From an optimization exercise on the open Yosys and OpenROAD flow, aimed at small area, a short achievable clock period and few clock cycles; shortcuts taken in it are not production practice. Where RTL was checked, it was by simulation tests only, not by an equivalence proof against the original. Power figures rest on the tool's default switching activity, not on a simulated workload.

Setup of before:
## processor
module processor(
input clock,
input reset,
output [11:2] imem_addr,
input [31:0] imem_rdata,
output [31:0] dmem_addr,
output [31:0] dmem_wdata,
output [3:0] dmem_wstrb,
input [31:0] dmem_rdata,
output wb_en,
output [4:0] wb_reg,
output [31:0] wb_data
);
Size: roughly 4600 cells after synthesis, about 1300 flip-flops.
make LEC_CHECK=0 CAP_MARGIN=20 CORE_MARGIN=2 CORE_UTILIZATION=40 PLACE_DENSITY=0.6 SLEW_MARGIN=20 finish   # period 10.5 ns
run.sh (not shown) runs the stock make flow with config.mk's settings and CLKGATE_MAP_FILE= SYNTH_SCRIPT=/design/flow/synth_recipe.tcl, a recipe that flattens the netlist after the stock synthesis.
Testbench counts of before, summed over its fixed seeds: cycles 92,298.
Here is what was changed in the inputs of after compared with before.
--- a/flow/design.v
+++ b/flow/design.v
@@ -9,23 +9,23 @@
 input [31:0] dmem_rdata,
 output wb_en,
 output [4:0] wb_reg,
 output [31:0] wb_data
 );
 reg  [31:0] ir;         
 reg         vD;         
 reg  [31:2] pcD;        
 reg  [31:0] aE, bE;     
-reg  [31:0] immE;       
-reg  [31:2] tgtE;       
+reg  [25:0] iE;         
+reg         luiE;       
+reg         sextE;      
 reg  [4:0]  rdE;        
 reg         weE;        
-reg         fwdA, fwdB; 
 reg         useImmE;    
 reg         subE;       
 reg         unsE;       
 reg         selAdd, selLogic, selSlt, selShift, selLink, selLoad;
 reg  [1:0]  logicE;     
 reg         shLeftE, shArithE, shVarE;
 reg         stE;        
 reg  [1:0]  sizeE;      
 reg         ldSignE;    
@@ -69,27 +69,31 @@
 wire zext   = isAndi || isOri || isXori;
 reg  [4:0] dst;
 always @(*) begin
 	dst = 5'd0;
 	if (rAdd || rLogic || rSlt || rShift || rJalr) dst = rd;
 	else if (isAddi || isSlti || isSltiu || isAndi || isOri || isXori || isLui || isLoad) dst = rt;
 	else if (isJal) dst = 5'd31;
 end
 wire we = vD && (dst != 5'd0);
-wire [31:0] rsRf = (rs == 5'd0) ? 32'd0 : rf[rs];
-wire [31:0] rtRf = (rt == 5'd0) ? 32'd0 : rf[rt];
-wire [31:0] rsVal = (wEn && wReg == rs) ? wData : rsRf;
-wire [31:0] rtVal = (wEn && wReg == rt) ? wData : rtRf;
-wire [31:0] immX = isLui ? {imm, 16'd0} : zext ? {16'd0, imm} : {{16{imm[15]}}, imm};
-wire [31:2] brTgt = pcD + 30'd1 + {{14{imm[15]}}, imm};
-wire [31:2] jTgt  = {{4{ir[25]}}, ir[25:0]};
-wire [31:0] A  = fwdA ? wData : aE;
-wire [31:0] Bv = fwdB ? wData : bE;
+reg  [31:0] rsRf, rtRf;
+integer k;
+always @(*) begin
+	rsRf = 32'd0;
+	rtRf = 32'd0;
+	for (k = 1; k < 32; k = k + 1) begin
+		rsRf = rsRf | ({32{rs == k}} & rf[k]);
+		rtRf = rtRf | ({32{rt == k}} & rf[k]);
+	end
+end
+wire [31:0] A  = aE;
+wire [31:0] Bv = bE;
+wire [31:0] immE = luiE ? {iE[15:0], 16'd0} : {{16{sextE & iE[15]}}, iE[15:0]};
 wire [31:0] B  = useImmE ? immE : Bv;
 wire [31:0] Bx = subE ? ~B : B;
 wire [32:0] sum = {1'b0, A} + {1'b0, Bx} + {32'd0, subE};
 wire ltu = ~sum[32];
 wire lts = (A[31] ^ B[31]) ? A[31] : sum[31];
 wire lt  = unsE ? ltu : lts;
 reg [31:0] logicR;
 always @(*) begin
 	case (logicE)
@@ -134,25 +138,27 @@
 		default: strb = 4'b1111;
 	endcase
 end
 assign dmem_addr  = sum[31:0];
 assign dmem_wdata = (sizeE == 2'd0) ? {4{Bv[7:0]}} : (sizeE == 2'd1) ? {2{Bv[15:0]}} : Bv;
 assign dmem_wstrb = stE ? strb : 4'b0000;
 wire eq = (A == Bv);
 wire taken = jE | jrE | (beqE & eq) | (bneE & ~eq) | (blezE & (A[31] | eq)) |
              (bgtzE & ~A[31] & ~eq) | (bltzE & A[31]) | (bgezE & ~A[31]);
-wire [31:2] nf = taken ? (jrE ? A[31:2] : tgtE) : pcInc;
+wire [31:2] brTgt = pcD + {{14{iE[15]}}, iE[15:0]};
+wire [31:2] jTgt  = {{4{iE[25]}}, iE[25:0]};
+wire [31:2] nf = taken ? (jrE ? A[31:2] : jE ? jTgt : brTgt) : pcInc;
 assign imem_addr = nf[11:2];
 assign wb_en   = wEn;
 assign wb_reg  = wReg;
 assign wb_data = wData;
 always @(posedge clock)
-	if (wEn) rf[wReg] <= wData;
+	if (weE) rf[rdE] <= res;
 always @(posedge clock or posedge reset) begin
 	if (reset) begin
 		vD  <= 1'b0;
 		pcD <= 30'h000FFFFF;    
 		weE <= 1'b0; stE <= 1'b0;
 		jE <= 1'b0; jrE <= 1'b0;
 		beqE <= 1'b0; bneE <= 1'b0; blezE <= 1'b0; bgtzE <= 1'b0; bltzE <= 1'b0; bgezE <= 1'b0;
 		wEn <= 1'b0;
 	end else begin
@@ -167,25 +173,24 @@
 		blezE <= vD && isBlez;
 		bgtzE <= vD && isBgtz;
 		bltzE <= vD && regimm && !rt[0];
 		bgezE <= vD && regimm && rt[0];
 		wEn <= weE;
 	end
 end
 always @(posedge clock) begin
 	ir <= {imem_rdata[7:0], imem_rdata[15:8], imem_rdata[23:16], imem_rdata[31:24]};
-	aE <= rsVal;
-	bE <= rtVal;
-	immE <= immX;
-	tgtE <= (isJ || isJal) ? jTgt : brTgt;
+	aE <= (weE && rdE == rs) ? res : rsRf;
+	bE <= (weE && rdE == rt) ? res : rtRf;
+	iE <= ir[25:0];
+	luiE <= isLui;
+	sextE <= !zext;
 	rdE <= dst;
-	fwdA <= weE && (rdE == rs);
-	fwdB <= weE && (rdE == rt);
 	useImmE <= immOp;
 	subE <= (rAdd && fn[1]) || rSlt || isSlti || isSltiu;
 	unsE <= (rSlt && fn[0]) || isSltiu;
 	selAdd <= rAdd || isAddi;
 	selLogic <= rLogic || isAndi || isOri || isXori || isLui;
 	logicE <= rLogic ? fn[1:0] : isAndi ? 2'd0 : isXori ? 2'd2 : 2'd1;
 	selSlt <= rSlt || isSlti || isSltiu;
 	selShift <= rShift;
 	selLink <= isJal || rJalr;
==> comparison <==
Every run (after and before) finished clean.
[compare] base=before new=after: number of diodes added for antenna fixing +5, sequential share of layout area +2.8 points.
Compared to before, after has final core utilization 0.75 points higher.
after against before: half-perimeter wire length of the detailed placement result has increased; cell count after synthesis moved up; die span in x has decreased; relative contribution of combinational cells to total power lower; post-detailed-routing wire length rose by about 28%.
The placed cell area in after was lower than what before gave.
Function not checked in after: the RTL went through the layout flow alone.

[static timing again, ports no longer ideal]
The flow's constraints put no driver on any port. The routed layouts listed below were extracted and timed again, unchanged, in two steps.
Step 1 (the two cells are an assumption about what drives the block):
set clk [get_ports {clock}]
set_driving_cell -lib_cell sky130_fd_sc_hd__clkbuf_16 $clk
set_driving_cell -lib_cell sky130_fd_sc_hd__buf_2 [delete_from_list [all_inputs] $clk]
Step 2 adds t to the input delays and takes it off the output delays; t is the mean of the earliest and latest rising clock arrival at the registers after step 1. Input paths then give back, and output paths get back, about the clock's delay inside the block.
Three values: ideal, step 1, step 2; two values: the first two.
| run | shift t [ns] | slack for setup (ns) | hold WS [ns] | worst slew at a driven data input, ns |
|---|---|---|---|---|
| before | 0.887 | 2.300 / 2.212 / 3.099 | 0.395 / 0.395 / 0.395 | 0.06 |
| after | 0.837 | 2.245 / 2.168 / 3.005 | 0.372 / 0.372 / 0.372 | 0.06 |
After both steps every run listed still meets setup and hold.
